What follows belongs to an exercise in optimizing a design on an open flow for small area and a short achievable clock period; a production flow would make more cautious choices. Only the layout flow was run in this run; the RTL was not checked for function there. No activity file was given, so power comes from the tool's default toggle rates.

File: config.mk
export PLATFORM = sky130hd
export DESIGN_NAME = ArithmaticUnit
export DESIGN_NICKNAME = ArithmaticUnit
export VERILOG_FILES = /design/flow/design.v
export SDC_FILE = /design/flow/constraint.sdc
export NUM_CORES = 4
export LEC_CHECK = 0
export CAP_MARGIN = 20
export CORE_MARGIN = 2
export CORE_UTILIZATION = 50
export SETUP_SLACK_MARGIN = 2.5
export SLEW_MARGIN = 20
export SYNTH_HIERARCHICAL = 1
export SYNTH_MINIMUM_KEEP_SIZE = 0
File: constraint.sdc
create_clock -name core_clock -period 8.0 [get_ports {clock_i}]
set_input_delay 1.6000 -clock core_clock [delete_from_list [all_inputs] [get_ports {clock_i}]]
set_output_delay 1.6000 -clock core_clock [all_outputs]
set_load 0.01 [all_outputs]
File: design.v
`timescale 1ns / 1ps
`default_nettype none
module ArithmaticUnit(
		input wire clock_i, isWb_i, enable_i,
		input wire [4:0] wbAddress_i,
		input wire [6:0] opCode_i,
		input wire [15:0] pOperand_i, sOperand_i,
		output reg wbEnable_o,
		output reg [4:0] wbAddress_o,
		output reg [15:0] wbData_o,
		output reg [1:0] statusWriteback_o  
    );
	wire [15:0] P = pOperand_i;
	wire [15:0] S = sOperand_i;
	wire mul = opCode_i[1] & opCode_i[0];
	wire sub = opCode_i[1] & ~opCode_i[0];
	wire as  = opCode_i[1] ^ opCode_i[0];
	wire [7:0] one, two, neg;
	wire [7:0] one_h, two_h, neg_h;   
	pa_benc0 u_enc0 (.op1(opCode_i[1]), .op0(opCode_i[0]), .p1(P[1]), .p0(P[0]), .one(one[0]), .two(two[0]), .neg(neg[0]));
	pa_benc0 u_enc0h (.op1(opCode_i[1]), .op0(opCode_i[0]), .p1(P[1]), .p0(P[0]), .one(one_h[0]), .two(two_h[0]), .neg(neg_h[0]));
	pa_benc u_enc1 (.op1(opCode_i[1]), .op0(opCode_i[0]), .b2(P[3]), .b1(P[2]), .b0(P[1]), .one(one[1]), .two(two[1]), .neg(neg[1]));
	pa_benc u_enc1h (.op1(opCode_i[1]), .op0(opCode_i[0]), .b2(P[3]), .b1(P[2]), .b0(P[1]), .one(one_h[1]), .two(two_h[1]), .neg(neg_h[1]));
	pa_benc u_enc2 (.op1(opCode_i[1]), .op0(opCode_i[0]), .b2(P[5]), .b1(P[4]), .b0(P[3]), .one(one[2]), .two(two[2]), .neg(neg[2]));
	pa_benc u_enc2h (.op1(opCode_i[1]), .op0(opCode_i[0]), .b2(P[5]), .b1(P[4]), .b0(P[3]), .one(one_h[2]), .two(two_h[2]), .neg(neg_h[2]));
	pa_benc u_enc3 (.op1(opCode_i[1]), .op0(opCode_i[0]), .b2(P[7]), .b1(P[6]), .b0(P[5]), .one(one[3]), .two(two[3]), .neg(neg[3]));
	pa_benc u_enc3h (.op1(opCode_i[1]), .op0(opCode_i[0]), .b2(P[7]), .b1(P[6]), .b0(P[5]), .one(one_h[3]), .two(two_h[3]), .neg(neg_h[3]));
	pa_benc u_enc4 (.op1(opCode_i[1]), .op0(opCode_i[0]), .b2(P[9]), .b1(P[8]), .b0(P[7]), .one(one[4]), .two(two[4]), .neg(neg[4]));
	assign one_h[4] = 1'b0; assign two_h[4] = 1'b0; assign neg_h[4] = 1'b0;
	pa_benc u_enc5 (.op1(opCode_i[1]), .op0(opCode_i[0]), .b2(P[11]), .b1(P[10]), .b0(P[9]), .one(one[5]), .two(two[5]), .neg(neg[5]));
	assign one_h[5] = 1'b0; assign two_h[5] = 1'b0; assign neg_h[5] = 1'b0;
	pa_benc u_enc6 (.op1(opCode_i[1]), .op0(opCode_i[0]), .b2(P[13]), .b1(P[12]), .b0(P[11]), .one(one[6]), .two(two[6]), .neg(neg[6]));
	assign one_h[6] = 1'b0; assign two_h[6] = 1'b0; assign neg_h[6] = 1'b0;
	pa_benc u_enc7 (.op1(opCode_i[1]), .op0(opCode_i[0]), .b2(P[15]), .b1(P[14]), .b0(P[13]), .one(one[7]), .two(two[7]), .neg(neg[7]));
	assign one_h[7] = 1'b0; assign two_h[7] = 1'b0; assign neg_h[7] = 1'b0;
	wire pp0_0_n; pa_nand2 u_pp0_0_n (.a(one[0]), .b(S[0]), .y(pp0_0_n));
	wire pp0_0; pa_xnor2 u_pp0_0 (.a(pp0_0_n), .b(neg[0]), .y(pp0_0));
	wire pp0_1_n; pa_aoi22 u_pp0_1_n (.a(one[0]), .b(S[1]), .c(two[0]), .d(S[0]), .y(pp0_1_n));
	wire pp0_1; pa_xnor2 u_pp0_1 (.a(pp0_1_n), .b(neg[0]), .y(pp0_1));
	wire pp0_2_n; pa_aoi22 u_pp0_2_n (.a(one[0]), .b(S[2]), .c(two[0]), .d(S[1]), .y(pp0_2_n));
	wire pp0_2; pa_xnor2 u_pp0_2 (.a(pp0_2_n), .b(neg[0]), .y(pp0_2));
	wire pp0_3_n; pa_aoi22 u_pp0_3_n (.a(one[0]), .b(S[3]), .c(two[0]), .d(S[2]), .y(pp0_3_n));
	wire pp0_3; pa_xnor2 u_pp0_3 (.a(pp0_3_n), .b(neg[0]), .y(pp0_3));
	wire pp0_4_n; pa_aoi22 u_pp0_4_n (.a(one[0]), .b(S[4]), .c(two[0]), .d(S[3]), .y(pp0_4_n));
	wire pp0_4; pa_xnor2 u_pp0_4 (.a(pp0_4_n), .b(neg[0]), .y(pp0_4));
	wire pp0_5_n; pa_aoi22 u_pp0_5_n (.a(one[0]), .b(S[5]), .c(two[0]), .d(S[4]), .y(pp0_5_n));
	wire pp0_5; pa_xnor2 u_pp0_5 (.a(pp0_5_n), .b(neg[0]), .y(pp0_5));
	wire pp0_6_n; pa_aoi22 u_pp0_6_n (.a(one[0]), .b(S[6]), .c(two[0]), .d(S[5]), .y(pp0_6_n));
	wire pp0_6; pa_xnor2 u_pp0_6 (.a(pp0_6_n), .b(neg[0]), .y(pp0_6));
	wire pp0_7_n; pa_aoi22 u_pp0_7_n (.a(one[0]), .b(S[7]), .c(two[0]), .d(S[6]), .y(pp0_7_n));
	wire pp0_7; pa_xnor2 u_pp0_7 (.a(pp0_7_n), .b(neg[0]), .y(pp0_7));
	wire pp0_8_n; pa_aoi22 u_pp0_8_n (.a(one_h[0]), .b(S[8]), .c(two_h[0]), .d(S[7]), .y(pp0_8_n));
	wire pp0_8; pa_xnor2 u_pp0_8 (.a(pp0_8_n), .b(neg_h[0]), .y(pp0_8));
	wire pp0_9_n; pa_aoi22 u_pp0_9_n (.a(one_h[0]), .b(S[9]), .c(two_h[0]), .d(S[8]), .y(pp0_9_n));
	wire pp0_9; pa_xnor2 u_pp0_9 (.a(pp0_9_n), .b(neg_h[0]), .y(pp0_9));
	wire pp0_10_n; pa_aoi22 u_pp0_10_n (.a(one_h[0]), .b(S[10]), .c(two_h[0]), .d(S[9]), .y(pp0_10_n));
	wire pp0_10; pa_xnor2 u_pp0_10 (.a(pp0_10_n), .b(neg_h[0]), .y(pp0_10));
	wire pp0_11_n; pa_aoi22 u_pp0_11_n (.a(one_h[0]), .b(S[11]), .c(two_h[0]), .d(S[10]), .y(pp0_11_n));
	wire pp0_11; pa_xnor2 u_pp0_11 (.a(pp0_11_n), .b(neg_h[0]), .y(pp0_11));
	wire pp0_12_n; pa_aoi22 u_pp0_12_n (.a(one_h[0]), .b(S[12]), .c(two_h[0]), .d(S[11]), .y(pp0_12_n));
	wire pp0_12; pa_xnor2 u_pp0_12 (.a(pp0_12_n), .b(neg_h[0]), .y(pp0_12));
	wire pp0_13_n; pa_aoi22 u_pp0_13_n (.a(one_h[0]), .b(S[13]), .c(two_h[0]), .d(S[12]), .y(pp0_13_n));
	wire pp0_13; pa_xnor2 u_pp0_13 (.a(pp0_13_n), .b(neg_h[0]), .y(pp0_13));
	wire pp0_14_n; pa_aoi22 u_pp0_14_n (.a(one_h[0]), .b(S[14]), .c(two_h[0]), .d(S[13]), .y(pp0_14_n));
	wire pp0_14; pa_xnor2 u_pp0_14 (.a(pp0_14_n), .b(neg_h[0]), .y(pp0_14));
	wire pp0_15_n; pa_aoi22 u_pp0_15_n (.a(one_h[0]), .b(S[15]), .c(two_h[0]), .d(S[14]), .y(pp0_15_n));
	wire pp0_15; pa_xnor2 u_pp0_15 (.a(pp0_15_n), .b(neg_h[0]), .y(pp0_15));
	wire ng0 = neg[0];
	wire pp1_2_n; pa_aoi22 u_pp1_2_n (.a(one[1]), .b(S[0]), .c(as), .d(P[2]), .y(pp1_2_n));
	wire pp1_2; pa_xnor2 u_pp1_2 (.a(pp1_2_n), .b(neg[1]), .y(pp1_2));
	wire pp1_3_n; pa_aoi222 u_pp1_3_n (.a(one[1]), .b(S[1]), .c(two[1]), .d(S[0]), .e(as), .f(P[3]), .y(pp1_3_n));
	wire pp1_3; pa_xnor2 u_pp1_3 (.a(pp1_3_n), .b(neg[1]), .y(pp1_3));
	wire pp1_4_n; pa_aoi222 u_pp1_4_n (.a(one[1]), .b(S[2]), .c(two[1]), .d(S[1]), .e(as), .f(P[4]), .y(pp1_4_n));
	wire pp1_4; pa_xnor2 u_pp1_4 (.a(pp1_4_n), .b(neg[1]), .y(pp1_4));
	wire pp1_5_n; pa_aoi222 u_pp1_5_n (.a(one[1]), .b(S[3]), .c(two[1]), .d(S[2]), .e(as), .f(P[5]), .y(pp1_5_n));
	wire pp1_5; pa_xnor2 u_pp1_5 (.a(pp1_5_n), .b(neg[1]), .y(pp1_5));
	wire pp1_6_n; pa_aoi222 u_pp1_6_n (.a(one[1]), .b(S[4]), .c(two[1]), .d(S[3]), .e(as), .f(P[6]), .y(pp1_6_n));
	wire pp1_6; pa_xnor2 u_pp1_6 (.a(pp1_6_n), .b(neg[1]), .y(pp1_6));
	wire pp1_7_n; pa_aoi222 u_pp1_7_n (.a(one[1]), .b(S[5]), .c(two[1]), .d(S[4]), .e(as), .f(P[7]), .y(pp1_7_n));
	wire pp1_7; pa_xnor2 u_pp1_7 (.a(pp1_7_n), .b(neg[1]), .y(pp1_7));
	wire pp1_8_n; pa_aoi222 u_pp1_8_n (.a(one[1]), .b(S[6]), .c(two[1]), .d(S[5]), .e(as), .f(P[8]), .y(pp1_8_n));
	wire pp1_8; pa_xnor2 u_pp1_8 (.a(pp1_8_n), .b(neg[1]), .y(pp1_8));
	wire pp1_9_n; pa_aoi222 u_pp1_9_n (.a(one_h[1]), .b(S[7]), .c(two_h[1]), .d(S[6]), .e(as), .f(P[9]), .y(pp1_9_n));
	wire pp1_9; pa_xnor2 u_pp1_9 (.a(pp1_9_n), .b(neg_h[1]), .y(pp1_9));
	wire pp1_10_n; pa_aoi222 u_pp1_10_n (.a(one_h[1]), .b(S[8]), .c(two_h[1]), .d(S[7]), .e(as), .f(P[10]), .y(pp1_10_n));
	wire pp1_10; pa_xnor2 u_pp1_10 (.a(pp1_10_n), .b(neg_h[1]), .y(pp1_10));
	wire pp1_11_n; pa_aoi222 u_pp1_11_n (.a(one_h[1]), .b(S[9]), .c(two_h[1]), .d(S[8]), .e(as), .f(P[11]), .y(pp1_11_n));
	wire pp1_11; pa_xnor2 u_pp1_11 (.a(pp1_11_n), .b(neg_h[1]), .y(pp1_11));
	wire pp1_12_n; pa_aoi222 u_pp1_12_n (.a(one_h[1]), .b(S[10]), .c(two_h[1]), .d(S[9]), .e(as), .f(P[12]), .y(pp1_12_n));
	wire pp1_12; pa_xnor2 u_pp1_12 (.a(pp1_12_n), .b(neg_h[1]), .y(pp1_12));
	wire pp1_13_n; pa_aoi222 u_pp1_13_n (.a(one_h[1]), .b(S[11]), .c(two_h[1]), .d(S[10]), .e(as), .f(P[13]), .y(pp1_13_n));
	wire pp1_13; pa_xnor2 u_pp1_13 (.a(pp1_13_n), .b(neg_h[1]), .y(pp1_13));
	wire pp1_14_n; pa_aoi222 u_pp1_14_n (.a(one_h[1]), .b(S[12]), .c(two_h[1]), .d(S[11]), .e(as), .f(P[14]), .y(pp1_14_n));
	wire pp1_14; pa_xnor2 u_pp1_14 (.a(pp1_14_n), .b(neg_h[1]), .y(pp1_14));
	wire pp1_15_n; pa_aoi222 u_pp1_15_n (.a(one_h[1]), .b(S[13]), .c(two_h[1]), .d(S[12]), .e(as), .f(P[15]), .y(pp1_15_n));
	wire pp1_15; pa_xnor2 u_pp1_15 (.a(pp1_15_n), .b(neg_h[1]), .y(pp1_15));
	wire ng1 = neg[1];
	wire pp2_4_n; pa_nand2 u_pp2_4_n (.a(one[2]), .b(S[0]), .y(pp2_4_n));
	wire pp2_4; pa_xnor2 u_pp2_4 (.a(pp2_4_n), .b(neg[2]), .y(pp2_4));
	wire pp2_5_n; pa_aoi22 u_pp2_5_n (.a(one[2]), .b(S[1]), .c(two[2]), .d(S[0]), .y(pp2_5_n));
	wire pp2_5; pa_xnor2 u_pp2_5 (.a(pp2_5_n), .b(neg[2]), .y(pp2_5));
	wire pp2_6_n; pa_aoi22 u_pp2_6_n (.a(one[2]), .b(S[2]), .c(two[2]), .d(S[1]), .y(pp2_6_n));
	wire pp2_6; pa_xnor2 u_pp2_6 (.a(pp2_6_n), .b(neg[2]), .y(pp2_6));
	wire pp2_7_n; pa_aoi22 u_pp2_7_n (.a(one[2]), .b(S[3]), .c(two[2]), .d(S[2]), .y(pp2_7_n));
	wire pp2_7; pa_xnor2 u_pp2_7 (.a(pp2_7_n), .b(neg[2]), .y(pp2_7));
	wire pp2_8_n; pa_aoi22 u_pp2_8_n (.a(one[2]), .b(S[4]), .c(two[2]), .d(S[3]), .y(pp2_8_n));
	wire pp2_8; pa_xnor2 u_pp2_8 (.a(pp2_8_n), .b(neg[2]), .y(pp2_8));
	wire pp2_9_n; pa_aoi22 u_pp2_9_n (.a(one[2]), .b(S[5]), .c(two[2]), .d(S[4]), .y(pp2_9_n));
	wire pp2_9; pa_xnor2 u_pp2_9 (.a(pp2_9_n), .b(neg[2]), .y(pp2_9));
	wire pp2_10_n; pa_aoi22 u_pp2_10_n (.a(one_h[2]), .b(S[6]), .c(two_h[2]), .d(S[5]), .y(pp2_10_n));
	wire pp2_10; pa_xnor2 u_pp2_10 (.a(pp2_10_n), .b(neg_h[2]), .y(pp2_10));
	wire pp2_11_n; pa_aoi22 u_pp2_11_n (.a(one_h[2]), .b(S[7]), .c(two_h[2]), .d(S[6]), .y(pp2_11_n));
	wire pp2_11; pa_xnor2 u_pp2_11 (.a(pp2_11_n), .b(neg_h[2]), .y(pp2_11));
	wire pp2_12_n; pa_aoi22 u_pp2_12_n (.a(one_h[2]), .b(S[8]), .c(two_h[2]), .d(S[7]), .y(pp2_12_n));
	wire pp2_12; pa_xnor2 u_pp2_12 (.a(pp2_12_n), .b(neg_h[2]), .y(pp2_12));
	wire pp2_13_n; pa_aoi22 u_pp2_13_n (.a(one_h[2]), .b(S[9]), .c(two_h[2]), .d(S[8]), .y(pp2_13_n));
	wire pp2_13; pa_xnor2 u_pp2_13 (.a(pp2_13_n), .b(neg_h[2]), .y(pp2_13));
	wire pp2_14_n; pa_aoi22 u_pp2_14_n (.a(one_h[2]), .b(S[10]), .c(two_h[2]), .d(S[9]), .y(pp2_14_n));
	wire pp2_14; pa_xnor2 u_pp2_14 (.a(pp2_14_n), .b(neg_h[2]), .y(pp2_14));
	wire pp2_15_n; pa_aoi22 u_pp2_15_n (.a(one_h[2]), .b(S[11]), .c(two_h[2]), .d(S[10]), .y(pp2_15_n));
	wire pp2_15; pa_xnor2 u_pp2_15 (.a(pp2_15_n), .b(neg_h[2]), .y(pp2_15));
	wire ng2 = neg[2];
	wire pp3_6_n; pa_nand2 u_pp3_6_n (.a(one[3]), .b(S[0]), .y(pp3_6_n));
	wire pp3_6; pa_xnor2 u_pp3_6 (.a(pp3_6_n), .b(neg[3]), .y(pp3_6));
	wire pp3_7_n; pa_aoi22 u_pp3_7_n (.a(one[3]), .b(S[1]), .c(two[3]), .d(S[0]), .y(pp3_7_n));
	wire pp3_7; pa_xnor2 u_pp3_7 (.a(pp3_7_n), .b(neg[3]), .y(pp3_7));
	wire pp3_8_n; pa_aoi22 u_pp3_8_n (.a(one[3]), .b(S[2]), .c(two[3]), .d(S[1]), .y(pp3_8_n));
	wire pp3_8; pa_xnor2 u_pp3_8 (.a(pp3_8_n), .b(neg[3]), .y(pp3_8));
	wire pp3_9_n; pa_aoi22 u_pp3_9_n (.a(one[3]), .b(S[3]), .c(two[3]), .d(S[2]), .y(pp3_9_n));
	wire pp3_9; pa_xnor2 u_pp3_9 (.a(pp3_9_n), .b(neg[3]), .y(pp3_9));
	wire pp3_10_n; pa_aoi22 u_pp3_10_n (.a(one[3]), .b(S[4]), .c(two[3]), .d(S[3]), .y(pp3_10_n));
	wire pp3_10; pa_xnor2 u_pp3_10 (.a(pp3_10_n), .b(neg[3]), .y(pp3_10));
	wire pp3_11_n; pa_aoi22 u_pp3_11_n (.a(one_h[3]), .b(S[5]), .c(two_h[3]), .d(S[4]), .y(pp3_11_n));
	wire pp3_11; pa_xnor2 u_pp3_11 (.a(pp3_11_n), .b(neg_h[3]), .y(pp3_11));
	wire pp3_12_n; pa_aoi22 u_pp3_12_n (.a(one_h[3]), .b(S[6]), .c(two_h[3]), .d(S[5]), .y(pp3_12_n));
	wire pp3_12; pa_xnor2 u_pp3_12 (.a(pp3_12_n), .b(neg_h[3]), .y(pp3_12));
	wire pp3_13_n; pa_aoi22 u_pp3_13_n (.a(one_h[3]), .b(S[7]), .c(two_h[3]), .d(S[6]), .y(pp3_13_n));
	wire pp3_13; pa_xnor2 u_pp3_13 (.a(pp3_13_n), .b(neg_h[3]), .y(pp3_13));
	wire pp3_14_n; pa_aoi22 u_pp3_14_n (.a(one_h[3]), .b(S[8]), .c(two_h[3]), .d(S[7]), .y(pp3_14_n));
	wire pp3_14; pa_xnor2 u_pp3_14 (.a(pp3_14_n), .b(neg_h[3]), .y(pp3_14));
	wire pp3_15_n; pa_aoi22 u_pp3_15_n (.a(one_h[3]), .b(S[9]), .c(two_h[3]), .d(S[8]), .y(pp3_15_n));
	wire pp3_15; pa_xnor2 u_pp3_15 (.a(pp3_15_n), .b(neg_h[3]), .y(pp3_15));
	wire ng3 = neg[3];
	wire pp4_8_n; pa_nand2 u_pp4_8_n (.a(one[4]), .b(S[0]), .y(pp4_8_n));
	wire pp4_8; pa_xnor2 u_pp4_8 (.a(pp4_8_n), .b(neg[4]), .y(pp4_8));
	wire pp4_9_n; pa_aoi22 u_pp4_9_n (.a(one[4]), .b(S[1]), .c(two[4]), .d(S[0]), .y(pp4_9_n));
	wire pp4_9; pa_xnor2 u_pp4_9 (.a(pp4_9_n), .b(neg[4]), .y(pp4_9));
	wire pp4_10_n; pa_aoi22 u_pp4_10_n (.a(one[4]), .b(S[2]), .c(two[4]), .d(S[1]), .y(pp4_10_n));
	wire pp4_10; pa_xnor2 u_pp4_10 (.a(pp4_10_n), .b(neg[4]), .y(pp4_10));
	wire pp4_11_n; pa_aoi22 u_pp4_11_n (.a(one[4]), .b(S[3]), .c(two[4]), .d(S[2]), .y(pp4_11_n));
	wire pp4_11; pa_xnor2 u_pp4_11 (.a(pp4_11_n), .b(neg[4]), .y(pp4_11));
	wire pp4_12_n; pa_aoi22 u_pp4_12_n (.a(one[4]), .b(S[4]), .c(two[4]), .d(S[3]), .y(pp4_12_n));
	wire pp4_12; pa_xnor2 u_pp4_12 (.a(pp4_12_n), .b(neg[4]), .y(pp4_12));
	wire pp4_13_n; pa_aoi22 u_pp4_13_n (.a(one[4]), .b(S[5]), .c(two[4]), .d(S[4]), .y(pp4_13_n));
	wire pp4_13; pa_xnor2 u_pp4_13 (.a(pp4_13_n), .b(neg[4]), .y(pp4_13));
	wire pp4_14_n; pa_aoi22 u_pp4_14_n (.a(one[4]), .b(S[6]), .c(two[4]), .d(S[5]), .y(pp4_14_n));
	wire pp4_14; pa_xnor2 u_pp4_14 (.a(pp4_14_n), .b(neg[4]), .y(pp4_14));
	wire pp4_15_n; pa_aoi22 u_pp4_15_n (.a(one[4]), .b(S[7]), .c(two[4]), .d(S[6]), .y(pp4_15_n));
	wire pp4_15; pa_xnor2 u_pp4_15 (.a(pp4_15_n), .b(neg[4]), .y(pp4_15));
	wire ng4 = neg[4];
	wire pp5_10_n; pa_nand2 u_pp5_10_n (.a(one[5]), .b(S[0]), .y(pp5_10_n));
	wire pp5_10; pa_xnor2 u_pp5_10 (.a(pp5_10_n), .b(neg[5]), .y(pp5_10));
	wire pp5_11_n; pa_aoi22 u_pp5_11_n (.a(one[5]), .b(S[1]), .c(two[5]), .d(S[0]), .y(pp5_11_n));
	wire pp5_11; pa_xnor2 u_pp5_11 (.a(pp5_11_n), .b(neg[5]), .y(pp5_11));
	wire pp5_12_n; pa_aoi22 u_pp5_12_n (.a(one[5]), .b(S[2]), .c(two[5]), .d(S[1]), .y(pp5_12_n));
	wire pp5_12; pa_xnor2 u_pp5_12 (.a(pp5_12_n), .b(neg[5]), .y(pp5_12));
	wire pp5_13_n; pa_aoi22 u_pp5_13_n (.a(one[5]), .b(S[3]), .c(two[5]), .d(S[2]), .y(pp5_13_n));
	wire pp5_13; pa_xnor2 u_pp5_13 (.a(pp5_13_n), .b(neg[5]), .y(pp5_13));
	wire pp5_14_n; pa_aoi22 u_pp5_14_n (.a(one[5]), .b(S[4]), .c(two[5]), .d(S[3]), .y(pp5_14_n));
	wire pp5_14; pa_xnor2 u_pp5_14 (.a(pp5_14_n), .b(neg[5]), .y(pp5_14));
	wire pp5_15_n; pa_aoi22 u_pp5_15_n (.a(one[5]), .b(S[5]), .c(two[5]), .d(S[4]), .y(pp5_15_n));
	wire pp5_15; pa_xnor2 u_pp5_15 (.a(pp5_15_n), .b(neg[5]), .y(pp5_15));
	wire ng5 = neg[5];
	wire pp6_12_n; pa_nand2 u_pp6_12_n (.a(one[6]), .b(S[0]), .y(pp6_12_n));
	wire pp6_12; pa_xnor2 u_pp6_12 (.a(pp6_12_n), .b(neg[6]), .y(pp6_12));
	wire pp6_13_n; pa_aoi22 u_pp6_13_n (.a(one[6]), .b(S[1]), .c(two[6]), .d(S[0]), .y(pp6_13_n));
	wire pp6_13; pa_xnor2 u_pp6_13 (.a(pp6_13_n), .b(neg[6]), .y(pp6_13));
	wire pp6_14_n; pa_aoi22 u_pp6_14_n (.a(one[6]), .b(S[2]), .c(two[6]), .d(S[1]), .y(pp6_14_n));
	wire pp6_14; pa_xnor2 u_pp6_14 (.a(pp6_14_n), .b(neg[6]), .y(pp6_14));
	wire pp6_15_n; pa_aoi22 u_pp6_15_n (.a(one[6]), .b(S[3]), .c(two[6]), .d(S[2]), .y(pp6_15_n));
	wire pp6_15; pa_xnor2 u_pp6_15 (.a(pp6_15_n), .b(neg[6]), .y(pp6_15));
	wire ng6 = neg[6];
	wire pp7_14_n; pa_nand2 u_pp7_14_n (.a(one[7]), .b(S[0]), .y(pp7_14_n));
	wire pp7_14; pa_xnor2 u_pp7_14 (.a(pp7_14_n), .b(neg[7]), .y(pp7_14));
	wire pp7_15_n; pa_aoi22 u_pp7_15_n (.a(one[7]), .b(S[1]), .c(two[7]), .d(S[0]), .y(pp7_15_n));
	wire pp7_15; pa_xnor2 u_pp7_15 (.a(pp7_15_n), .b(neg[7]), .y(pp7_15));
	wire ng7 = neg[7];
	wire xp0 = as & P[0];
	wire xp1 = as & P[1];
	wire hs0, hc0; pa_ha u_hs0 (.a(ng5), .b(pp2_10), .s(hs0), .co(hc0));
	wire hs1, hc1; pa_ha u_hs1 (.a(pp2_11), .b(pp3_11), .s(hs1), .co(hc1));
	wire hs2, hc2; pa_ha u_hs2 (.a(ng6), .b(pp2_12), .s(hs2), .co(hc2));
	wire fs0_x, fs0, fc0; pa_xor2 u_fs0_x (.a(pp3_12), .b(pp4_12), .y(fs0_x)); pa_xor2 u_fs0 (.a(fs0_x), .b(pp5_12), .y(fs0)); pa_maj3 u_fc0 (.a(pp3_12), .b(pp4_12), .c(pp5_12), .y(fc0));
	wire hs3, hc3; pa_ha u_hs3 (.a(pp2_13), .b(pp3_13), .s(hs3), .co(hc3));
	wire fs1_x, fs1, fc1; pa_xor2 u_fs1_x (.a(pp4_13), .b(pp5_13), .y(fs1_x)); pa_xor2 u_fs1 (.a(fs1_x), .b(pp6_13), .y(fs1)); pa_maj3 u_fc1 (.a(pp4_13), .b(pp5_13), .c(pp6_13), .y(fc1));
	wire hs4, hc4; pa_ha u_hs4 (.a(ng7), .b(pp2_14), .s(hs4), .co(hc4));
	wire fs2, fc2; pa_fa u_fs2 (.a(pp3_14), .b(pp4_14), .c(pp0_14), .s(fs2), .co(fc2));
	wire fs3_x, fs3, fc3; pa_xor2 u_fs3_x (.a(pp5_14), .b(pp6_14), .y(fs3_x)); pa_xor2 u_fs3 (.a(fs3_x), .b(pp7_14), .y(fs3)); pa_maj3 u_fc3 (.a(pp5_14), .b(pp6_14), .c(pp7_14), .y(fc3));
	wire hs5, hc5; pa_ha u_hs5 (.a(pp2_15), .b(pp3_15), .s(hs5), .co(hc5));
	wire fs4, fc4; pa_fa u_fs4 (.a(pp4_15), .b(pp5_15), .c(pp1_15), .s(fs4), .co(fc4));
	wire fs5, fc5; pa_fa u_fs5 (.a(pp6_15), .b(pp7_15), .c(pp0_15), .s(fs5), .co(fc5));
	wire hs6, hc6; pa_ha u_hs6 (.a(ng3), .b(pp2_6), .s(hs6), .co(hc6));
	wire hs7, hc7; pa_ha u_hs7 (.a(pp2_7), .b(pp3_7), .s(hs7), .co(hc7));
	wire hs8, hc8; pa_ha u_hs8 (.a(ng4), .b(pp2_8), .s(hs8), .co(hc8));
	wire fs6_x, fs6, fc6; pa_xor2 u_fs6_x (.a(pp3_8), .b(pp4_8), .y(fs6_x)); pa_xor2 u_fs6 (.a(fs6_x), .b(pp0_8), .y(fs6)); pa_maj3 u_fc6 (.a(pp3_8), .b(pp4_8), .c(pp0_8), .y(fc6));
	wire hs9, hc9; pa_ha u_hs9 (.a(pp2_9), .b(pp3_9), .s(hs9), .co(hc9));
	wire fs7_x, fs7, fc7; pa_xor2 u_fs7_x (.a(pp4_9), .b(pp0_9), .y(fs7_x)); pa_xor2 u_fs7 (.a(fs7_x), .b(pp1_9), .y(fs7)); pa_maj3 u_fc7 (.a(pp4_9), .b(pp0_9), .c(pp1_9), .y(fc7));
	wire fs8_x, fs8, fc8; pa_xor2 u_fs8_x (.a(pp3_10), .b(pp4_10), .y(fs8_x)); pa_xor2 u_fs8 (.a(fs8_x), .b(hs0), .y(fs8)); pa_maj3 u_fc8 (.a(pp3_10), .b(pp4_10), .c(hs0), .y(fc8));
	wire fs9_x, fs9, fc9; pa_xor2 u_fs9_x (.a(pp5_10), .b(pp0_10), .y(fs9_x)); pa_xor2 u_fs9 (.a(fs9_x), .b(pp1_10), .y(fs9)); pa_maj3 u_fc9 (.a(pp5_10), .b(pp0_10), .c(pp1_10), .y(fc9));
	wire fs10_x, fs10, fc10; pa_xor2 u_fs10_x (.a(pp4_11), .b(pp5_11), .y(fs10_x)); pa_xor2 u_fs10 (.a(fs10_x), .b(hs1), .y(fs10)); pa_maj3 u_fc10 (.a(pp4_11), .b(pp5_11), .c(hs1), .y(fc10));
	wire fs11_x, fs11, fc11; pa_xor2 u_fs11_x (.a(pp0_11), .b(pp1_11), .y(fs11_x)); pa_xor2 u_fs11 (.a(fs11_x), .b(hc0), .y(fs11)); pa_maj3 u_fc11 (.a(pp0_11), .b(pp1_11), .c(hc0), .y(fc11));
	wire fs12_x, fs12, fc12; pa_xor2 u_fs12_x (.a(pp6_12), .b(pp0_12), .y(fs12_x)); pa_xor2 u_fs12 (.a(fs12_x), .b(fs0), .y(fs12)); pa_maj3 u_fc12 (.a(pp6_12), .b(pp0_12), .c(fs0), .y(fc12));
	wire fs13_x, fs13, fc13; pa_xor2 u_fs13_x (.a(pp1_12), .b(hc1), .y(fs13_x)); pa_xor2 u_fs13 (.a(fs13_x), .b(hs2), .y(fs13)); pa_maj3 u_fc13 (.a(pp1_12), .b(hc1), .c(hs2), .y(fc13));
	wire fs14_x, fs14, fc14; pa_xor2 u_fs14_x (.a(pp0_13), .b(pp1_13), .y(fs14_x)); pa_xor2 u_fs14 (.a(fs14_x), .b(fs1), .y(fs14)); pa_maj3 u_fc14 (.a(pp0_13), .b(pp1_13), .c(fs1), .y(fc14));
	wire fs15_x, fs15, fc15; pa_xor2 u_fs15_x (.a(hc2), .b(hs3), .y(fs15_x)); pa_xor2 u_fs15 (.a(fs15_x), .b(fc0), .y(fs15)); pa_maj3 u_fc15 (.a(hc2), .b(hs3), .c(fc0), .y(fc15));
	wire fs16_x, fs16, fc16; pa_xor2 u_fs16_x (.a(pp1_14), .b(hc3), .y(fs16_x)); pa_xor2 u_fs16 (.a(fs16_x), .b(fs3), .y(fs16)); pa_maj3 u_fc16 (.a(pp1_14), .b(hc3), .c(fs3), .y(fc16));
	wire fs17_x, fs17, fc17; pa_xor2 u_fs17_x (.a(hs4), .b(fc1), .y(fs17_x)); pa_xor2 u_fs17 (.a(fs17_x), .b(fs2), .y(fs17)); pa_maj3 u_fc17 (.a(hs4), .b(fc1), .c(fs2), .y(fc17));
	wire fs18_x, fs18, fc18; pa_xor2 u_fs18_x (.a(hc4), .b(hs5), .y(fs18_x)); pa_xor2 u_fs18 (.a(fs18_x), .b(fc2), .y(fs18)); pa_maj3 u_fc18 (.a(hc4), .b(hs5), .c(fc2), .y(fc18));
	wire fs19_x, fs19, fc19; pa_xor2 u_fs19_x (.a(fc3), .b(fs4), .y(fs19_x)); pa_xor2 u_fs19 (.a(fs19_x), .b(fs5), .y(fs19)); pa_maj3 u_fc19 (.a(fc3), .b(fs4), .c(fs5), .y(fc19));
	wire hs10, hc10; pa_ha u_hs10 (.a(ng2), .b(pp2_4), .s(hs10), .co(hc10));
	wire hs11, hc11; pa_ha u_hs11 (.a(pp2_5), .b(pp0_5), .s(hs11), .co(hc11));
	wire fs20, fc20; pa_fa u_fs20 (.a(pp3_6), .b(pp0_6), .c(pp1_6), .s(fs20), .co(fc20));
	wire fs21, fc21; pa_fa u_fs21 (.a(pp0_7), .b(pp1_7), .c(hc6), .s(fs21), .co(fc21));
	wire fs22, fc22; pa_fa u_fs22 (.a(pp1_8), .b(hc7), .c(hs8), .s(fs22), .co(fc22));
	wire fs23_x, fs23, fc23; pa_xor2 u_fs23_x (.a(hc8), .b(hs9), .y(fs23_x)); pa_xor2 u_fs23 (.a(fs23_x), .b(fc6), .y(fs23)); pa_maj3 u_fc23 (.a(hc8), .b(hs9), .c(fc6), .y(fc23));
	wire fs24_x, fs24, fc24; pa_xor2 u_fs24_x (.a(hc9), .b(fc7), .y(fs24_x)); pa_xor2 u_fs24 (.a(fs24_x), .b(fs9), .y(fs24)); pa_maj3 u_fc24 (.a(hc9), .b(fc7), .c(fs9), .y(fc24));
	wire fs25_x, fs25, fc25; pa_xor2 u_fs25_x (.a(fc9), .b(fs11), .y(fs25_x)); pa_xor2 u_fs25 (.a(fs25_x), .b(fs10), .y(fs25)); pa_maj3 u_fc25 (.a(fc9), .b(fs11), .c(fs10), .y(fc25));
	wire fs26_x, fs26, fc26; pa_xor2 u_fs26_x (.a(fc11), .b(fs12), .y(fs26_x)); pa_xor2 u_fs26 (.a(fs26_x), .b(fc10), .y(fs26)); pa_maj3 u_fc26 (.a(fc11), .b(fs12), .c(fc10), .y(fc26));
	wire fs27_x, fs27, fc27; pa_xor2 u_fs27_x (.a(fs14), .b(fc13), .y(fs27_x)); pa_xor2 u_fs27 (.a(fs27_x), .b(fs15), .y(fs27)); pa_maj3 u_fc27 (.a(fs14), .b(fc13), .c(fs15), .y(fc27));
	wire fs28_x, fs28, fc28; pa_xor2 u_fs28_x (.a(fc15), .b(fs16), .y(fs28_x)); pa_xor2 u_fs28 (.a(fs28_x), .b(fc14), .y(fs28)); pa_maj3 u_fc28 (.a(fc15), .b(fs16), .c(fc14), .y(fc28));
	wire fs29_x, fs29, fc29; pa_xor2 u_fs29_x (.a(fs18), .b(fc16), .y(fs29_x)); pa_xor2 u_fs29 (.a(fs29_x), .b(fc17), .y(fs29)); pa_maj3 u_fc29 (.a(fs18), .b(fc16), .c(fc17), .y(fc29));
	wire hs12, hc12; pa_ha u_hs12 (.a(xp0), .b(ng0), .s(hs12), .co(hc12));
	wire hs13, hc13; pa_ha u_hs13 (.a(xp1), .b(pp0_1), .s(hs13), .co(hc13));
	wire fs30, fc30; pa_fa u_fs30 (.a(ng1), .b(pp0_2), .c(pp1_2), .s(fs30), .co(fc30));
	wire hs14, hc14; pa_ha u_hs14 (.a(pp0_3), .b(pp1_3), .s(hs14), .co(hc14));
	wire fs31, fc31; pa_fa u_fs31 (.a(pp0_4), .b(pp1_4), .c(hs10), .s(fs31), .co(fc31));
	wire fs32, fc32; pa_fa u_fs32 (.a(pp1_5), .b(hc10), .c(hs11), .s(fs32), .co(fc32));
	wire fs33, fc33; pa_fa u_fs33 (.a(hs6), .b(hc11), .c(fs20), .s(fs33), .co(fc33));
	wire fs34_x, fs34, fc34; pa_xor2 u_fs34_x (.a(hs7), .b(fc20), .y(fs34_x)); pa_xor2 u_fs34 (.a(fs34_x), .b(fs21), .y(fs34)); pa_maj3 u_fc34 (.a(hs7), .b(fc20), .c(fs21), .y(fc34));
	wire fs35_x, fs35, fc35; pa_xor2 u_fs35_x (.a(fs6), .b(fc21), .y(fs35_x)); pa_xor2 u_fs35 (.a(fs35_x), .b(fs22), .y(fs35)); pa_maj3 u_fc35 (.a(fs6), .b(fc21), .c(fs22), .y(fc35));
	wire fs36_x, fs36, fc36; pa_xor2 u_fs36_x (.a(fs7), .b(fc22), .y(fs36_x)); pa_xor2 u_fs36 (.a(fs36_x), .b(fs23), .y(fs36)); pa_maj3 u_fc36 (.a(fs7), .b(fc22), .c(fs23), .y(fc36));
	wire fs37_x, fs37, fc37; pa_xor2 u_fs37_x (.a(fs8), .b(fc23), .y(fs37_x)); pa_xor2 u_fs37 (.a(fs37_x), .b(fs24), .y(fs37)); pa_maj3 u_fc37 (.a(fs8), .b(fc23), .c(fs24), .y(fc37));
	wire fs38_x, fs38, fc38; pa_xor2 u_fs38_x (.a(fc8), .b(fc24), .y(fs38_x)); pa_xor2 u_fs38 (.a(fs38_x), .b(fs25), .y(fs38)); pa_maj3 u_fc38 (.a(fc8), .b(fc24), .c(fs25), .y(fc38));
	wire fs39_x, fs39, fc39; pa_xor2 u_fs39_x (.a(fs13), .b(fc25), .y(fs39_x)); pa_xor2 u_fs39 (.a(fs39_x), .b(fs26), .y(fs39)); pa_maj3 u_fc39 (.a(fs13), .b(fc25), .c(fs26), .y(fc39));
	wire fs40_x, fs40, fc40; pa_xor2 u_fs40_x (.a(fc12), .b(fc26), .y(fs40_x)); pa_xor2 u_fs40 (.a(fs40_x), .b(fs27), .y(fs40)); pa_maj3 u_fc40 (.a(fc12), .b(fc26), .c(fs27), .y(fc40));
	wire fs41_x, fs41, fc41; pa_xor2 u_fs41_x (.a(fs17), .b(fc27), .y(fs41_x)); pa_xor2 u_fs41 (.a(fs41_x), .b(fs28), .y(fs41)); pa_maj3 u_fc41 (.a(fs17), .b(fc27), .c(fs28), .y(fc41));
	wire fs42_x, fs42, fc42; pa_xor2 u_fs42_x (.a(fs19), .b(fc28), .y(fs42_x)); pa_xor2 u_fs42 (.a(fs42_x), .b(fs29), .y(fs42)); pa_maj3 u_fc42 (.a(fs19), .b(fc28), .c(fs29), .y(fc42));
	wire [15:0] ra = {fc41, fc40, fc39, fc38, fc37, fc36, fc35, fc34, fc33, fc32, fc31, hc14, fc30, hc13, hc12, hs12};
	wire [15:0] rb = {fs42, fs41, fs40, fs39, fs38, fs37, fs36, fs35, fs34, fs33, fs32, fs31, hs14, fs30, hs13, pp0_0};
	wire [15:0] g0, p0;
	pa_xor2 u_p0_0 (.a(ra[0]), .b(rb[0]), .y(p0[0])); pa_and2 u_g0_0 (.a(ra[0]), .b(rb[0]), .y(g0[0]));
	pa_xor2 u_p0_1 (.a(ra[1]), .b(rb[1]), .y(p0[1])); pa_and2 u_g0_1 (.a(ra[1]), .b(rb[1]), .y(g0[1]));
	pa_xor2 u_p0_2 (.a(ra[2]), .b(rb[2]), .y(p0[2])); pa_and2 u_g0_2 (.a(ra[2]), .b(rb[2]), .y(g0[2]));
	pa_xor2 u_p0_3 (.a(ra[3]), .b(rb[3]), .y(p0[3])); pa_and2 u_g0_3 (.a(ra[3]), .b(rb[3]), .y(g0[3]));
	pa_xor2 u_p0_4 (.a(ra[4]), .b(rb[4]), .y(p0[4])); pa_and2 u_g0_4 (.a(ra[4]), .b(rb[4]), .y(g0[4]));
	pa_xor2 u_p0_5 (.a(ra[5]), .b(rb[5]), .y(p0[5])); pa_and2 u_g0_5 (.a(ra[5]), .b(rb[5]), .y(g0[5]));
	pa_xor2 u_p0_6 (.a(ra[6]), .b(rb[6]), .y(p0[6])); pa_and2 u_g0_6 (.a(ra[6]), .b(rb[6]), .y(g0[6]));
	pa_xor2 u_p0_7 (.a(ra[7]), .b(rb[7]), .y(p0[7])); pa_and2 u_g0_7 (.a(ra[7]), .b(rb[7]), .y(g0[7]));
	pa_xor2 u_p0_8 (.a(ra[8]), .b(rb[8]), .y(p0[8])); pa_and2 u_g0_8 (.a(ra[8]), .b(rb[8]), .y(g0[8]));
	pa_xor2 u_p0_9 (.a(ra[9]), .b(rb[9]), .y(p0[9])); pa_and2 u_g0_9 (.a(ra[9]), .b(rb[9]), .y(g0[9]));
	pa_xor2 u_p0_10 (.a(ra[10]), .b(rb[10]), .y(p0[10])); pa_and2 u_g0_10 (.a(ra[10]), .b(rb[10]), .y(g0[10]));
	pa_xor2 u_p0_11 (.a(ra[11]), .b(rb[11]), .y(p0[11])); pa_and2 u_g0_11 (.a(ra[11]), .b(rb[11]), .y(g0[11]));
	pa_xor2 u_p0_12 (.a(ra[12]), .b(rb[12]), .y(p0[12])); pa_and2 u_g0_12 (.a(ra[12]), .b(rb[12]), .y(g0[12]));
	pa_xor2 u_p0_13 (.a(ra[13]), .b(rb[13]), .y(p0[13])); pa_and2 u_g0_13 (.a(ra[13]), .b(rb[13]), .y(g0[13]));
	pa_xor2 u_p0_14 (.a(ra[14]), .b(rb[14]), .y(p0[14])); pa_and2 u_g0_14 (.a(ra[14]), .b(rb[14]), .y(g0[14]));
	pa_xor2 u_p0_15 (.a(ra[15]), .b(rb[15]), .y(p0[15])); pa_and2 u_g0_15 (.a(ra[15]), .b(rb[15]), .y(g0[15]));
	wire g1_1 = g0[1] | (p0[1] & g0[0]);
	wire g1_3 = g0[3] | (p0[3] & g0[2]);
	wire p1_3 = p0[3] & p0[2];
	wire g1_5 = g0[5] | (p0[5] & g0[4]);
	wire p1_5 = p0[5] & p0[4];
	wire g1_7 = g0[7] | (p0[7] & g0[6]);
	wire p1_7 = p0[7] & p0[6];
	wire g1_9 = g0[9] | (p0[9] & g0[8]);
	wire p1_9 = p0[9] & p0[8];
	wire g1_11 = g0[11] | (p0[11] & g0[10]);
	wire p1_11 = p0[11] & p0[10];
	wire g1_13 = g0[13] | (p0[13] & g0[12]);
	wire p1_13 = p0[13] & p0[12];
	wire g1_15 = g0[15] | (p0[15] & g0[14]);
	wire p1_15 = p0[15] & p0[14];
	wire g2_2 = g0[2] | (p0[2] & g1_1);
	wire g2_3 = g1_3 | (p1_3 & g1_1);
	wire g2_6 = g0[6] | (p0[6] & g1_5);
	wire p2_6 = p0[6] & p1_5;
	wire g2_7 = g1_7 | (p1_7 & g1_5);
	wire p2_7 = p1_7 & p1_5;
	wire g2_10 = g0[10] | (p0[10] & g1_9);
	wire p2_10 = p0[10] & p1_9;
	wire g2_11 = g1_11 | (p1_11 & g1_9);
	wire p2_11 = p1_11 & p1_9;
	wire g2_14 = g0[14] | (p0[14] & g1_13);
	wire p2_14 = p0[14] & p1_13;
	wire g2_15 = g1_15 | (p1_15 & g1_13);
	wire p2_15 = p1_15 & p1_13;
	wire g3_4 = g0[4] | (p0[4] & g2_3);
	wire g3_5 = g1_5 | (p1_5 & g2_3);
	wire g3_6 = g2_6 | (p2_6 & g2_3);
	wire g3_7 = g2_7 | (p2_7 & g2_3);
	wire g3_12 = g0[12] | (p0[12] & g2_11);
	wire p3_12 = p0[12] & p2_11;
	wire g3_13 = g1_13 | (p1_13 & g2_11);
	wire p3_13 = p1_13 & p2_11;
	wire g3_14 = g2_14 | (p2_14 & g2_11);
	wire p3_14 = p2_14 & p2_11;
	wire g3_15 = g2_15 | (p2_15 & g2_11);
	wire p3_15 = p2_15 & p2_11;
	wire g4_8 = g0[8] | (p0[8] & g3_7);
	wire g4_9 = g1_9 | (p1_9 & g3_7);
	wire g4_10 = g2_10 | (p2_10 & g3_7);
	wire g4_11 = g2_11 | (p2_11 & g3_7);
	wire g4_12 = g3_12 | (p3_12 & g3_7);
	wire g4_13 = g3_13 | (p3_13 & g3_7);
	wire g4_14 = g3_14 | (p3_14 & g3_7);
	wire g4_15 = g3_15 | (p3_15 & g3_7);
	wire [16:0] sum;
	assign sum[0] = p0[0];
	pa_xor2 u_sum_1 (.a(p0[1]), .b(g0[0]), .y(sum[1]));
	pa_xor2 u_sum_2 (.a(p0[2]), .b(g1_1), .y(sum[2]));
	pa_xor2 u_sum_3 (.a(p0[3]), .b(g2_2), .y(sum[3]));
	pa_xor2 u_sum_4 (.a(p0[4]), .b(g2_3), .y(sum[4]));
	pa_xor2 u_sum_5 (.a(p0[5]), .b(g3_4), .y(sum[5]));
	pa_xor2 u_sum_6 (.a(p0[6]), .b(g3_5), .y(sum[6]));
	pa_xor2 u_sum_7 (.a(p0[7]), .b(g3_6), .y(sum[7]));
	pa_xor2 u_sum_8 (.a(p0[8]), .b(g3_7), .y(sum[8]));
	pa_xor2 u_sum_9 (.a(p0[9]), .b(g4_8), .y(sum[9]));
	pa_xor2 u_sum_10 (.a(p0[10]), .b(g4_9), .y(sum[10]));
	pa_xor2 u_sum_11 (.a(p0[11]), .b(g4_10), .y(sum[11]));
	pa_xor2 u_sum_12 (.a(p0[12]), .b(g4_11), .y(sum[12]));
	pa_xor2 u_sum_13 (.a(p0[13]), .b(g4_12), .y(sum[13]));
	pa_xor2 u_sum_14 (.a(p0[14]), .b(g4_13), .y(sum[14]));
	pa_xor2 u_sum_15 (.a(p0[15]), .b(g4_14), .y(sum[15]));
	assign sum[16] = g4_15;
	wire cout = sum[16] | hc5 | fc4 | fc5 | fc18 | fc19 | fc29 | fc42;
	wire arith = ~|opCode_i[6:2];
	always @(posedge clock_i)
	begin
		if (enable_i)
		begin
			wbEnable_o <= isWb_i & |opCode_i;
			wbAddress_o <= wbAddress_i;
			if (arith) wbData_o <= sum[15:0];
			if (arith & as) statusWriteback_o <= {~opCode_i[1] & cout, opCode_i[1] & ~cout};
		end
	end
endmodule
module pa_aoi22(input wire a, b, c, d, output wire y);
	assign y = ~((a & b) | (c & d));
endmodule
module pa_aoi222(input wire a, b, c, d, e, f, output wire y);
	assign y = ~((a & b) | (c & d) | (e & f));
endmodule
module pa_nand2(input wire a, b, output wire y);
	assign y = ~(a & b);
endmodule
module pa_xnor2(input wire a, b, output wire y);
	assign y = ~(a ^ b);
endmodule
module pa_xor2(input wire a, b, output wire y);
	assign y = a ^ b;
endmodule
module pa_and2(input wire a, b, output wire y);
	assign y = a & b;
endmodule
module pa_maj3(input wire a, b, c, output wire y);
	assign y = (a & b) | (a & c) | (b & c);
endmodule
module pa_nor2(input wire a, b, output wire y);
	assign y = ~(a | b);
endmodule
module pa_ao21(input wire a1, a2, b1, output wire y);
	assign y = (a1 & a2) | b1;
endmodule
module pa_inv(input wire a, output wire y);
	assign y = ~a;
endmodule
module pa_aoi21(input wire a1, a2, b1, output wire y);
	assign y = ~((a1 & a2) | b1);
endmodule
module pa_oai21(input wire a1, a2, b1, output wire y);
	assign y = ~((a1 | a2) & b1);
endmodule
module pa_fa(input wire a, b, c, output wire s, co);
	assign s = a ^ b ^ c;
	assign co = (a & b) | (a & c) | (b & c);
endmodule
module pa_ha(input wire a, b, output wire s, co);
	assign s = a ^ b;
	assign co = a & b;
endmodule
module pa_benc(input wire op1, op0, b2, b1, b0, output wire one, two, neg);
	wire mul = op1 & op0;
	assign one = mul & (b1 ^ b0);
	assign two = mul & ((b2 & ~b1 & ~b0) | (~b2 & b1 & b0));
	assign neg = mul & b2;
endmodule
module pa_benc0(input wire op1, op0, p1, p0, output wire one, two, neg);
	assign one = op0 ? (~op1 | p0) : op1;
	assign two = op1 & op0 & p1 & ~p0;
	assign neg = op1 & (~op0 | p1);
endmodule
File: flow/run.sh
#!/bin/bash
# Standard ORFS layout, with smaller port buffers and free cell resizing.
set -euo pipefail
bash standard.sh MATCH_CELL_FOOTPRINT=0 ABC_LOAD_IN_FF=1 "BUFFER_PORTS_ARGS=-buffer_cell sky130_fd_sc_hd__buf_1" finish > make_finish.log 2>&1
File: standard.sh
#!/bin/bash
# synth_recipe.tcl (not shown) runs the flow's synth.tcl, then flattens the netlist and writes it again
# the make line also repeats each setting of config.mk as NAME=value (left out here)
make -C /OpenROAD-flow-scripts/flow DESIGN_CONFIG=/design/flow/config.mk WORK_HOME=/design/flow/orfs CLKGATE_MAP_FILE= SYNTH_SCRIPT=/design/flow/synth_recipe.tcl "${@:-finish}"
==> impl_metrics.csv <==
group,metric,value,unit
layout,layout.nets,640,
global_routing,gr-usage-all-layers,22.9,%
floorplan,core_area,8720,um^2
sta,fin_crit,5.23,ns
pwr,pwr-share-seq,16.5,%
logic_synthesis,synth.top_cell.area_share,18.9,%
sta,worst_pin_slew,0.816,ns
logic_synthesis,synthDistinctLibCells,37,
sta,tns,0,ns
routing,drc_errors,0,
logic_synthesis,synth_edf_count,24,
clock_network,clock-sinks,24,
global_routing,grt_max_degree,30,
global_routing,gr-usage-met3,0.993,%
floorplan,start_util,51.7,%
worst_setup_path,cp_max_fo,13,
floorplan,dieArea,9790,um^2
sta,setup_viol,0,
logic_synthesis,seq_area_frac_synth,16.0,%
sta,finalHoldViolations,0,
placed_design,port-buffer-count,70,
clock_network,clk_pin_slew,0.07,ns
logic_synthesis,syn_nets,559,
global_routing,grt_overflow,0,
pwr,combPwrFrac,77.9,%
clock_network,cts_tree,"done",
global_routing,globalRouteMet1Util,33.8,%
global_routing,grt_pass1_wl,18500,um
pwr,sw_frac_of_total,47.6,%
pwr,p_leak,2.03,nW
clock_network,cts_made_buffers,3,
sta,finalCritPeriodShare,65.4,%
logic_synthesis,synthTopCellsByCount,"xor2_1, xnor2_1, a22oi_1, maj3_2, edfxtp_1",
logic_synthesis,yosysMostFrequentCell,"xor2_1",
logic_synthesis,syn_inst,486,
worst_setup_path,worst_setup_path_start_kind,"input port",
logic_synthesis,synth.area.top_cells,"xor2_1, edfxtp_1, xnor2_1, a22oi_1, maj3_2",
logic_synthesis,ys.flop_type,"edfxtp_1",
worst_hold_path,whs_path_depth,1,
sta,slew_viol_final,0,
worst_setup_path,cp-startpoint,"pOperand_i[5]",
global_routing,grt_pass1_vias,3662,
layout,final_layout_size_suffix_gt1_share,14.3,%
logic_synthesis,synth.cell_area,4510,um^2
global_routing,use_met2,37.8,%
logic_synthesis,ys_ff_latch,24,
routing,routed_wl,11200,um
sta,rsz0062_at_grt,"no",
logic_synthesis,synth_top_area_cell,"xor2_1",
worst_setup_path,worstPathArrival,5.22,ns
sta,slew_headroom,45.6,%
global_routing,top_usage_layer,"met2",
layout,fillers,816,
logic_synthesis,synthArstFlopShare,0,%
routing,ant_nets,0,
sta,fmax,191,MHz
clock_network,clock_path_buffers,2,
pwr,intPower,616,uW
placed_design,hpwl,8940,um
flow_run,maxCapViolCount,0,
pwr,powerDensity,228,nW/um^2
logic_synthesis,syn_avg_cell_area,9.27,um^2
floorplan,die_h,98.9,um
logic_synthesis,synth_warnings,7,
layout,area_growth,14.4,%
routing,firstDrtPassIters,6,
floorplan,ios,71,
floorplan,row_count,34,
worst_setup_path,end_kind,"register",
routing,avgRoutedWirePerCell,16.6,um
pwr,pwr-share-clk,5.6,%
routing,vias,3924,
worst_setup_path,required,7.99,ns
global_routing,antenna_found_initial,0,
pwr,power.switching,560,uW
worst_setup_path,crit_type,"in -> reg",
pwr,ir_drop,110,uV
clock_network,cts_root_buf,"clkbuf_8",
pwr,power.total,1.18,mW
placed_design,gp_congestion,0.888,
worst_hold_path,min_path_type,"in -> reg",
routing,drtIter0Drc,233,
worst_hold_path,hold_path_startpoint,"wbAddress_i[0]",
outcome,outcome,"timing/DRC/antenna clean",
layout,antennaDiodeCount,0,
clock_network,htree_levels,1,
routing,routed_via_density,5.83,
floorplan,die_x,98.9,um
-- logic make-up (layout without fill, tap and decap cells) --
group	count (synthesis)	count (layout)	synth area share [%]
buf+inv	8	87	0.666
flops	24	24	16.0
compound gates	104	104	17.0
xor+xnor	179	179	34.8
fa+ha+maj	59	59	17.1
simple gates	112	112	14.4
-- per-module statistics from Yosys, one instance, submodules excluded, excerpt --
module          cells  flip-flops and latches  copies in the design
pa_maj3             1                       0                    33
pa_xor2             1                       0                    97
ArithmaticUnit     89                      24                     1
pa_ha               1                       0                    15
pa_fa               1                       0                    10
pa_nand2            1                       0                     7
pa_benc0            6                       0                     2
pa_xnor2            1                       0                    72
pa_aoi22            1                       0                    52
-- routing by layer --
metal  vias to the layer above  wire length, um
li1                       1944                -
met1                      1837             5320
met2                       139             5180
met3                         4              590
met4                         0               85
met5                         -                0
-- layout by cell type (no fill, tap or decap), drive strengths merged, types with 14 or more instances in the layout --
cell     n
a22oi   52
ha      16
nor2    19
xnor2   82
a21oi   22
buf     70
xor2    97
and2    19
nand2   22
edfxtp  24
and3    14
maj3    33
-- state kept, by name (all words and copies together) (netlist names) --
name               flops
wbAddress_o            5
statusWriteback_o      2
wbEnable_o             1
wbData_o              16
-- metrics by stage --
stage / instance area [um^2] / hold WS [ns] / cells / util (%) / setup slack, ns
3_5_place_dp: 4930 / 1.78 / 667 / 56.5 / 1.68
6_report: 5160 / 1.52 / 673 / 59.1 / 2.77
5_1_grt: 5160 / 1.51 / 673 / 59.1 / 2.50
3_3_place_gp: 4930 / 1.77 / 667 / 56.5 / 1.94
4_1_cts: 4980 / 1.51 / 670 / 57.1 / 2.52
2_1_floorplan: 4510 / 1.70 / 486 / - / 2.89
-- layout make-up --
| cell class | instances | area (um^2) | share of cell area [%] |
|---|---|---|---|
| Timing Repair Buffer | 76 | 328 | 6.36 |
| Sequential cell | 24 | 721 | 14.0 |
| Multi-Input combinational cell | 454 | 3900 | 75.7 |
| Clock buffer | 3 | 41.3 | 0.801 |
| Inverter | 8 | 30.0 | 0.582 |
| Tap cell | 108 | 135 | 2.62 |
-- power groups by stage --
stage               clock (mW)  combinational [mW]  sequential (mW)
finish                  0.0655               0.915            0.194
global route            0.0733                1.02            0.195
CTS                     0.0681               0.870            0.194
detailed placement           0               0.865            0.197
global placement             0               0.843            0.197
floorplan                    0               0.708            0.200
-- what timing repair did --
action                                  CTS  global route
pin swaps                                 0             6
hold buffers                              0             0
setup buffers                             0             3
resized for setup                        11            36
endpoints found under the setup margin   10             9
-- final timing paths --
kind	end	slack, ns
worst max-delay path	wbData_o[15]	2.77
worst min-delay path	wbAddress_o[0]	1.52
-- critical path, stage by stage --
cell and delay, ns:
buf_2 0.23, or3b_1 0.40, a21oi_2 0.30, a22oi_1 0.14
xnor2_1 0.23, ha_1 0.28, fa_1 0.49, maj3_2 0.36
and2_0 0.23, a21o_1 0.19, a21oi_2 0.15, o221ai_2 0.12
o21ai_2 0.22, a21oi_1 0.12, xor2_1 0.17

==> afterwards: timing with drivers on the ports <==
The flow's constraints put no driver on any port. The routed layout listed below was extracted and timed again, unchanged, in two steps.
Step 1 (the two cells are an assumption about what drives the block):
set clk [get_ports {clock_i}]
set_driving_cell -lib_cell sky130_fd_sc_hd__clkbuf_16 $clk
set_driving_cell -lib_cell sky130_fd_sc_hd__buf_2 [delete_from_list [all_inputs] $clk]
Step 2 moves the port delays by t, midway between the first and last clock arrival at a register: inputs arrive t later, outputs are due t later. That takes back most of the time a late clock gives input paths.
Slacks: ideal / step 1 / step 2; pairs: ideal / step 1.
shift t [ns]: 0.280
slack for setup (ns): 2.768 / 2.777 / 2.496
worst setup path after step 2: input to register
worst data-port slew with drivers (ns): 0.04
pins driven straight from the clock port: 1
After both steps this run still meets setup and hold. For this run, drivers alone change the setup slack by +0.009 ns; drivers and shift together by -0.272 ns.
